Source: an optimization exercise on an open RTL-to-GDS flow (aim: small area). Production flows keep margins and buffers that such runs may drop.
Only simulation tests tie the RTL to the original design; equivalence was not proved. The flow treats the clock pin as an ideal source, which a real chip does not have.

==> branch raven: inputs <==
Design top, start of the top module:
module top(
  input clk,
  input [7:0] sig,
  output signed [7:0] out_1M, out_3M
);
clock: 10.0 ns
lec_check: 0
abc_area: 1
cap_margin: 20
core_margin: 2
core_utilization: 60
gpl_timing_driven: 0
place_density: 0.7
slew_margin: 20
synth_hierarchical: 1
synth_memory_max_bits: 65536
standard.sh (not shown) runs the stock make flow with config.mk's settings and CLKGATE_MAP_FILE= SYNTH_SCRIPT=/design/flow/synth_recipe.tcl, a recipe that flattens the netlist after the stock synthesis.
==> flow/flow/run.sh <==
#!/bin/bash
# The standard flow, with a clock tree built without dummy loads and
# the smallest buffer on each port.
bash standard.sh CTS_ARGS="-sink_clustering_enable -repair_clock_nets -sink_clustering_size 34 -sink_clustering_max_diameter 70 -buf_list sky130_fd_sc_hd__clkbuf_16 -dont_use_dummy_load" BUFFER_PORTS_ARGS="-buffer_cell sky130_fd_sc_hd__buf_1" finish > standard.log 2>&1
==> branch nickel: changes against branch raven <==
==> flow/flow/run.sh (replaced) <==
#!/bin/bash
# The standard flow, with a clock tree built without dummy loads and
# the smallest buffer on each port.
bash standard.sh CTS_ARGS="-sink_clustering_enable -repair_clock_nets -sink_clustering_size 36 -sink_clustering_max_diameter 80 -buf_list sky130_fd_sc_hd__clkbuf_16 -dont_use_dummy_load" BUFFER_PORTS_ARGS="-buffer_cell sky130_fd_sc_hd__buf_1" finish > standard.log 2>&1
CORE_UTILIZATION = 50   (was 60)
PLACE_DENSITY = 0.6   (was 0.7)
==> branch delta: changes against branch raven <==
==> flow/flow/run.sh (replaced) <==
#!/bin/bash
# The standard flow, with a clock tree built without dummy loads and
# the smallest buffer on each port.
bash standard.sh CTS_ARGS="-sink_clustering_enable -repair_clock_nets -sink_clustering_size 35 -sink_clustering_max_diameter 80 -buf_list sky130_fd_sc_hd__clkbuf_16 -dont_use_dummy_load" BUFFER_PORTS_ARGS="-buffer_cell sky130_fd_sc_hd__buf_1" finish > standard.log 2>&1
==> branch quartz: changes against branch raven <==
==> flow/flow/run.sh (replaced) <==
#!/bin/bash
# The standard flow, with a clock tree built without dummy loads and
# the smallest buffer on each port.
bash standard.sh CTS_ARGS="-sink_clustering_enable -repair_clock_nets -sink_clustering_size 32 -sink_clustering_max_diameter 80 -buf_list sky130_fd_sc_hd__clkbuf_16 -dont_use_dummy_load" BUFFER_PORTS_ARGS="-buffer_cell sky130_fd_sc_hd__buf_1" finish > standard.log 2>&1
==> summary of the runs <==
- Fmax, lowest first: branch nickel, branch quartz, branch raven, branch delta.
- In branch quartz the sequential share of layout area is lower than in branch delta, by 0.18 points.
- Between branch raven and branch nickel, the lower utilization is in branch nickel (gap 10 points).
- Worst hold slack: branch delta < branch nickel < branch raven < branch quartz.
- Via count: branch delta < branch raven < branch nickel < branch quartz.

==> inputs of build 68 <==
Another version of the RTL of top (not shown whole).
==> flow/config.mk <==
export PLATFORM = sky130hd
export DESIGN_NAME = top
export DESIGN_NICKNAME = top
export VERILOG_FILES = /design/flow/design.v
export SDC_FILE = /design/flow/constraint.sdc
export NUM_CORES = 8
export LEC_CHECK = 0
export ABC_AREA = 1
export CAP_MARGIN = 10
export CORE_MARGIN = 2
export CORE_UTILIZATION = 60
export GPL_TIMING_DRIVEN = 0
export PLACE_DENSITY = 0.7
export SLEW_MARGIN = 10
export SYNTH_HIERARCHICAL = 1
export SYNTH_MEMORY_MAX_BITS = 65536
==> flow/constraint.sdc <==
create_clock -name core_clock -period 10.0 [get_ports {clk}]
set_input_delay 2.0000 -clock core_clock [delete_from_list [all_inputs] [get_ports {clk}]]
set_output_delay 2.0000 -clock core_clock [all_outputs]
set_load 0.01 [all_outputs]
==> flow/flow/run.sh <==
#!/bin/bash
# The standard flow, with a clock tree built without dummy loads and
# the smallest buffer on each port.
bash standard.sh CTS_ARGS="-sink_clustering_enable -repair_clock_nets -sink_clustering_size 36 -sink_clustering_max_diameter 80 -buf_list sky130_fd_sc_hd__clkbuf_16 -dont_use_dummy_load" BUFFER_PORTS_ARGS="-buffer_cell sky130_fd_sc_hd__buf_1" finish > standard.log 2>&1
==> trial 84: changes against build 68 <==
- CAP_MARGIN: 10 -> 20
- CORE_UTILIZATION: 60 -> 85
- PLACE_DENSITY: 0.7 -> 0.9
- SLEW_MARGIN: 10 -> 20
==> summary of the runs <==
- Trial 84 aborted during detailed placement (3_5_place_dp). Build 68 finished with timing, DRC and antenna clean.
- Synthesized cell count is the same in trial 84 and build 68.
- In area after synthesis, build 68 and trial 84 do not differ.
==> figures <==
item                                                                 build 68                           trial 84
Post-Synth XOR/XNOR Area                                               0.284%                             0.284%
Die boundary height                                                    421 um                             355 um
Initial Util                                                            60.3%                              85.8%
Outcome                                              timing/DRC/antenna clean             stopped before the end
Failing step                                                                -  detailed placement (3_5_place_dp)
Die Span X                                                             421 um                             355 um
Total standard cell area after synthesis                          0.105 sq mm                        0.105 sq mm
Area share of the largest cell type after synthesis                     84.5%                              84.5%
Top FF cell, synth                                   sky130_fd_sc_hd__dfxtp_1           sky130_fd_sc_hd__dfxtp_1
Multiplexer share of the synthesized area                              0.119%                             0.119%
Gpl congestion                                                          0.817                              0.890
Standard-cell row count                                                   153                                128

re-timing with driven ports:
How much do the figures lean on ideal ports? The routed layouts below were timed once more, with nothing changed but the port constraints.
Step 1 (the two cells are an assumption about what drives the block):
set clk [get_ports {clk}]
set_driving_cell -lib_cell sky130_fd_sc_hd__clkbuf_16 $clk
set_driving_cell -lib_cell sky130_fd_sc_hd__buf_2 [delete_from_list [all_inputs] $clk]
Step 2 moves the port delays by t, midway between the first and last clock arrival at a register: inputs arrive t later, outputs are due t later. That takes back most of the time a late clock gives input paths.
a / b / c = ideal ports / drivers / drivers and shift; a / b = the first two.
run	shift t [ns]	setup slack, ns	slew at the worst register clock pin (ns)	cell pins on the clock port's net
branch raven	0.854	0.529 / 0.529 / 0.529	0.12 / 0.12	1
branch nickel	0.848	0.494 / 0.494 / 0.494	0.12 / 0.12	1
branch delta	0.855	0.548 / 0.548 / 0.548	0.12 / 0.12	1
branch quartz	0.846	0.513 / 0.513 / 0.513	0.12 / 0.12	1
build 68	0.855	0.558 / 0.558 / 0.558	0.12 / 0.12	1
After both steps every run listed still meets setup and hold.
